Background: an optimization exercise with open tools, aiming at small area. Do not read the settings as production practice.
Where RTL was checked, it was by simulation tests only, not by an equivalence proof against the original.
Power and IR drop assume default switching activity.

Design axis_rotate, start of the top module:
module axis_rotate
#(
    parameter   DATA_WIDTH          = 128,
    parameter   USER_WIDTH          = 64
)
(
    input   logic                       aclk,
    input   logic                       aresetn,
    input   logic   [DATA_WIDTH-1:0]    s_axis_tdata,
    input   logic   [USER_WIDTH-1:0]    s_axis_tuser,
    input   logic                       s_axis_tvalid,
    output  logic                       s_axis_tready,
    input   logic                       s_axis_tlast,
    input   logic   [DATA_WIDTH/8-1:0]  s_axis_tkeep,
    output   logic  [DATA_WIDTH-1:0]    m_axis_tdata,
    output   logic  [USER_WIDTH-1:0]    m_axis_tuser,
    output   logic                      m_axis_tvalid,
    input    logic                      m_axis_tready,
    output   logic                      m_axis_tlast,
    output   logic  [DATA_WIDTH/8-1:0]  m_axis_tkeep
);
For scale: roughly 420 I/O pins.
==> module axis_rotate, before the edit <==
module axis_rotate
#(
    parameter   DATA_WIDTH          = 128,
    parameter   USER_WIDTH          = 64
)
(
    input   logic                       aclk,
    input   logic                       aresetn,
    input   logic   [DATA_WIDTH-1:0]    s_axis_tdata,
    input   logic   [USER_WIDTH-1:0]    s_axis_tuser,
    input   logic                       s_axis_tvalid,
    output  logic                       s_axis_tready,
    input   logic                       s_axis_tlast,
    input   logic   [DATA_WIDTH/8-1:0]  s_axis_tkeep,
    output   logic  [DATA_WIDTH-1:0]    m_axis_tdata,
    output   logic  [USER_WIDTH-1:0]    m_axis_tuser,
    output   logic                      m_axis_tvalid,
    input    logic                      m_axis_tready,
    output   logic                      m_axis_tlast,
    output   logic  [DATA_WIDTH/8-1:0]  m_axis_tkeep
);
localparam NB = DATA_WIDTH/8;        
localparam SW = $clog2(NB);          
localparam LW = 9*NB;                
logic m_valid;
wire  load = m_axis_tready | ~m_valid;
wire  hold = ~load;
assign s_axis_tready = load;
assign m_axis_tvalid = m_valid;
always_ff @(posedge aclk or negedge aresetn) begin
    if (!aresetn)
        m_valid <= 1'b0;
    else if (load)
        m_valid <= s_axis_tvalid;
end
wire [SW-1:0] n     = s_axis_tuser[SW-1:0];
wire [SW-1:0] amt   = {SW{load}} & (s_axis_tuser[SW] ? (~n + 1'b1) : n);
wire [SW-1:0] amt_n = ~amt;
wire sel_str = load & ~amt[0];
wire sel_rot = load &  amt[0];
logic [LW-1:0] lanes;
always_comb begin
    for (int k = 0; k < NB; k++)
        lanes[9*k +: 9] = {s_axis_tkeep[k], s_axis_tdata[8*k +: 8]};
end
logic [LW-1:0] r;                    
wire  [LW-1:0] st [0:SW];            
genvar s, i;
generate
    for (i = 0; i < LW; i = i + 1) begin : g_first
        axr_aoi222 u_mux (
            .a1(sel_str), .a2(lanes[i]),
            .b1(sel_rot), .b2(lanes[(i + LW - 9) % LW]),
            .c1(hold),    .c2(r[i]),
            .y (st[1][i]));
    end
    for (s = 1; s < SW; s = s + 1) begin : g_stage
        for (i = 0; i < LW; i = i + 1) begin : g_bit
            axr_oai22 u_mux (
                .a1(amt[s]),   .a2(st[s][i]),
                .b1(amt_n[s]), .b2(st[s][(i + LW - 9*(1<<s)) % LW]),
                .y (st[s+1][i]));
        end
    end
endgenerate
always_ff @(posedge aclk)
    r <= st[SW];
always_comb begin
    for (int k = 0; k < NB; k++) begin
        m_axis_tdata[8*k +: 8] = r[9*k +: 8];
        m_axis_tkeep[k]        = r[9*k + 8];
    end
end
logic [USER_WIDTH:0] u_q, u_d;
generate
    for (i = 0; i <= USER_WIDTH; i = i + 1) begin : g_user
        axr_ao22 u_hold (
            .a1(load), .a2(i < USER_WIDTH ? s_axis_tuser[i] : s_axis_tlast),
            .b1(hold), .b2(u_q[i]),
            .y (u_d[i]));
    end
endgenerate
always_ff @(posedge aclk)
    u_q <= u_d;
assign m_axis_tuser = u_q[USER_WIDTH-1:0];
assign m_axis_tlast = u_q[USER_WIDTH];
endmodule
Settings: LEC_CHECK=0, CAP_MARGIN=0, CORE_MARGIN=2, CORE_UTILIZATION=45, SLEW_MARGIN=0, SYNTH_HIERARCHICAL=1, SYNTH_MINIMUM_KEEP_SIZE=0; clock period 5.0 ns.
standard.sh (not shown) runs the stock make flow with config.mk's settings and CLKGATE_MAP_FILE= SYNTH_SCRIPT=/design/flow/synth_recipe.tcl, a recipe that flattens the netlist after the stock synthesis.
==> flow/flow/run.sh <==
#!/bin/bash
# Standard layout, with the smallest buffer on the ports and a leaner clock tree
# (larger sink clusters, no dummy loads).
set -euo pipefail
export BUFFER_PORTS_ARGS="-buffer_cell sky130_fd_sc_hd__buf_1"
export CTS_ARGS="-sink_clustering_enable -repair_clock_nets -sink_clustering_size 17 -sink_clustering_max_diameter 80 -buf_list {sky130_fd_sc_hd__clkbuf_8} -dont_use_dummy_load"
bash standard.sh finish > flow_make.log 2>&1
The starting point produced a clean layout.
Rerun with:
--- a/flow/design.v
+++ b/flow/design.v
@@ -6,6 +6,21 @@
 endmodule
 module axr_ao22 (input logic a1, a2, b1, b2, output logic y);
     assign y = (a1 & a2) | (b1 & b2);
+endmodule
+module axr_and2 (input logic a, b, output logic y);
+    assign y = a & b;
+endmodule
+module axr_nand2 (input logic a, b, output logic y);
+    assign y = ~(a & b);
+endmodule
+module axr_andn (input logic a, b, output logic y);    
+    assign y = a & ~b;
+endmodule
+module axr_nor2 (input logic a, b, output logic y);
+    assign y = ~(a | b);
+endmodule
+module axr_ornot (input logic a, b, output logic y);   
+    assign y = a | ~b;
 endmodule
 module axis_rotate
 #(
@@ -33,7 +48,6 @@
 localparam LW = 9*NB;                
 logic m_valid;
 wire  load = m_axis_tready | ~m_valid;
-wire  hold = ~load;
 assign s_axis_tready = load;
 assign m_axis_tvalid = m_valid;
 always_ff @(posedge aclk or negedge aresetn) begin
@@ -42,11 +56,25 @@
     else if (load)
         m_valid <= s_axis_tvalid;
 end
-wire [SW-1:0] n     = s_axis_tuser[SW-1:0];
-wire [SW-1:0] amt   = {SW{load}} & (s_axis_tuser[SW] ? (~n + 1'b1) : n);
-wire [SW-1:0] amt_n = ~amt;
-wire sel_str = load & ~amt[0];
-wire sel_rot = load &  amt[0];
+wire [SW-1:0] n   = s_axis_tuser[SW-1:0];
+wire [SW-1:0] rot = s_axis_tuser[SW] ? (~n + 1'b1) : n;
+localparam NC = 4;
+wire [NC-1:0] sel_str, sel_rot, sel_hold, sel_load;
+wire [NC-1:0] amt   [1:SW-1];
+wire [NC-1:0] amt_n [1:SW-1];
+genvar c, s, i;
+generate
+    for (c = 0; c < NC; c = c + 1) begin : g_sel
+        axr_andn  u_str  (.a(load), .b(rot[0]), .y(sel_str[c]));
+        axr_and2  u_rot  (.a(load), .b(rot[0]), .y(sel_rot[c]));
+        axr_nor2  u_hold (.a(m_axis_tready), .b(~m_valid), .y(sel_hold[c]));
+        axr_ornot u_load (.a(m_axis_tready), .b(m_valid), .y(sel_load[c]));
+        for (s = 1; s < SW; s = s + 1) begin : g_amt
+            axr_and2  u_a  (.a(load), .b(rot[s]), .y(amt[s][c]));
+            axr_nand2 u_an (.a(load), .b(rot[s]), .y(amt_n[s][c]));
+        end
+    end
+endgenerate
 logic [LW-1:0] lanes;
 always_comb begin
     for (int k = 0; k < NB; k++)
@@ -54,20 +82,19 @@
 end
 logic [LW-1:0] r;                    
 wire  [LW-1:0] st [0:SW];            
-genvar s, i;
 generate
     for (i = 0; i < LW; i = i + 1) begin : g_first
         axr_aoi222 u_mux (
-            .a1(sel_str), .a2(lanes[i]),
-            .b1(sel_rot), .b2(lanes[(i + LW - 9) % LW]),
-            .c1(hold),    .c2(r[i]),
+            .a1(sel_str[i*NC/LW]),  .a2(lanes[i]),
+            .b1(sel_rot[i*NC/LW]),  .b2(lanes[(i + LW - 9) % LW]),
+            .c1(sel_hold[i*NC/LW]), .c2(r[i]),
             .y (st[1][i]));
     end
     for (s = 1; s < SW; s = s + 1) begin : g_stage
         for (i = 0; i < LW; i = i + 1) begin : g_bit
             axr_oai22 u_mux (
-                .a1(amt[s]),   .a2(st[s][i]),
-                .b1(amt_n[s]), .b2(st[s][(i + LW - 9*(1<<s)) % LW]),
+                .a1(amt[s][i*NC/LW]),   .a2(st[s][i]),
+                .b1(amt_n[s][i*NC/LW]), .b2(st[s][(i + LW - 9*(1<<s)) % LW]),
                 .y (st[s+1][i]));
         end
     end
@@ -84,8 +111,8 @@
 generate
     for (i = 0; i <= USER_WIDTH; i = i + 1) begin : g_user
         axr_ao22 u_hold (
-            .a1(load), .a2(i < USER_WIDTH ? s_axis_tuser[i] : s_axis_tlast),
-            .b1(hold), .b2(u_q[i]),
+            .a1(sel_load[i*NC/(USER_WIDTH+1)]), .a2(i < USER_WIDTH ? s_axis_tuser[i] : s_axis_tlast),
+            .b1(sel_hold[i*NC/(USER_WIDTH+1)]), .b2(u_q[i]),
             .y (u_d[i]));
     end
 endgenerate
After rerunning: Setup slack loses 0.36 ns; core utilization is about the same; count of clock-buffer cells in the layout stays the same; global-route usage went up by 11 points; non-clock buffer count rises by 27; clock power rises by about 4.4%; cell area went up by 3.1%; fmax drops by about 10%; cell count climbs by 3.9%.
Function not checked in the second run of this note: the RTL went through the layout flow alone.

==> static timing again, ports no longer ideal <==
No port has a modelled driver above. Below, the same layouts with a new extraction and two added sets of constraints. Step 1 sets driving cells, clkbuf_16 on the clock port and buf_2 on the other inputs (assumed; they add their load-dependent delay and slew). Step 2 adds t to the input delays and takes it off the output delays; t is the mean of the earliest and latest rising clock arrival at the registers after step 1. Input paths then give back, and output paths get back, about the clock's delay inside the block. Slacks: ideal / step 1 / step 2; pairs: ideal / step 1.
| run | t (ns) | setup WS [ns] | worst slew at a driven data input, ns |
|---|---|---|---|
| the first run | 0.534 | 1.605 / 1.582 / 1.245 | 0.09 |
| the second run | 0.568 | 1.242 / 1.252 / 0.684 | 0.08 |
After both steps setup and hold are still met in every run listed. For the second run, which loses most, drivers alone change the setup slack by +0.010 ns; drivers and shift together by -0.558 ns.
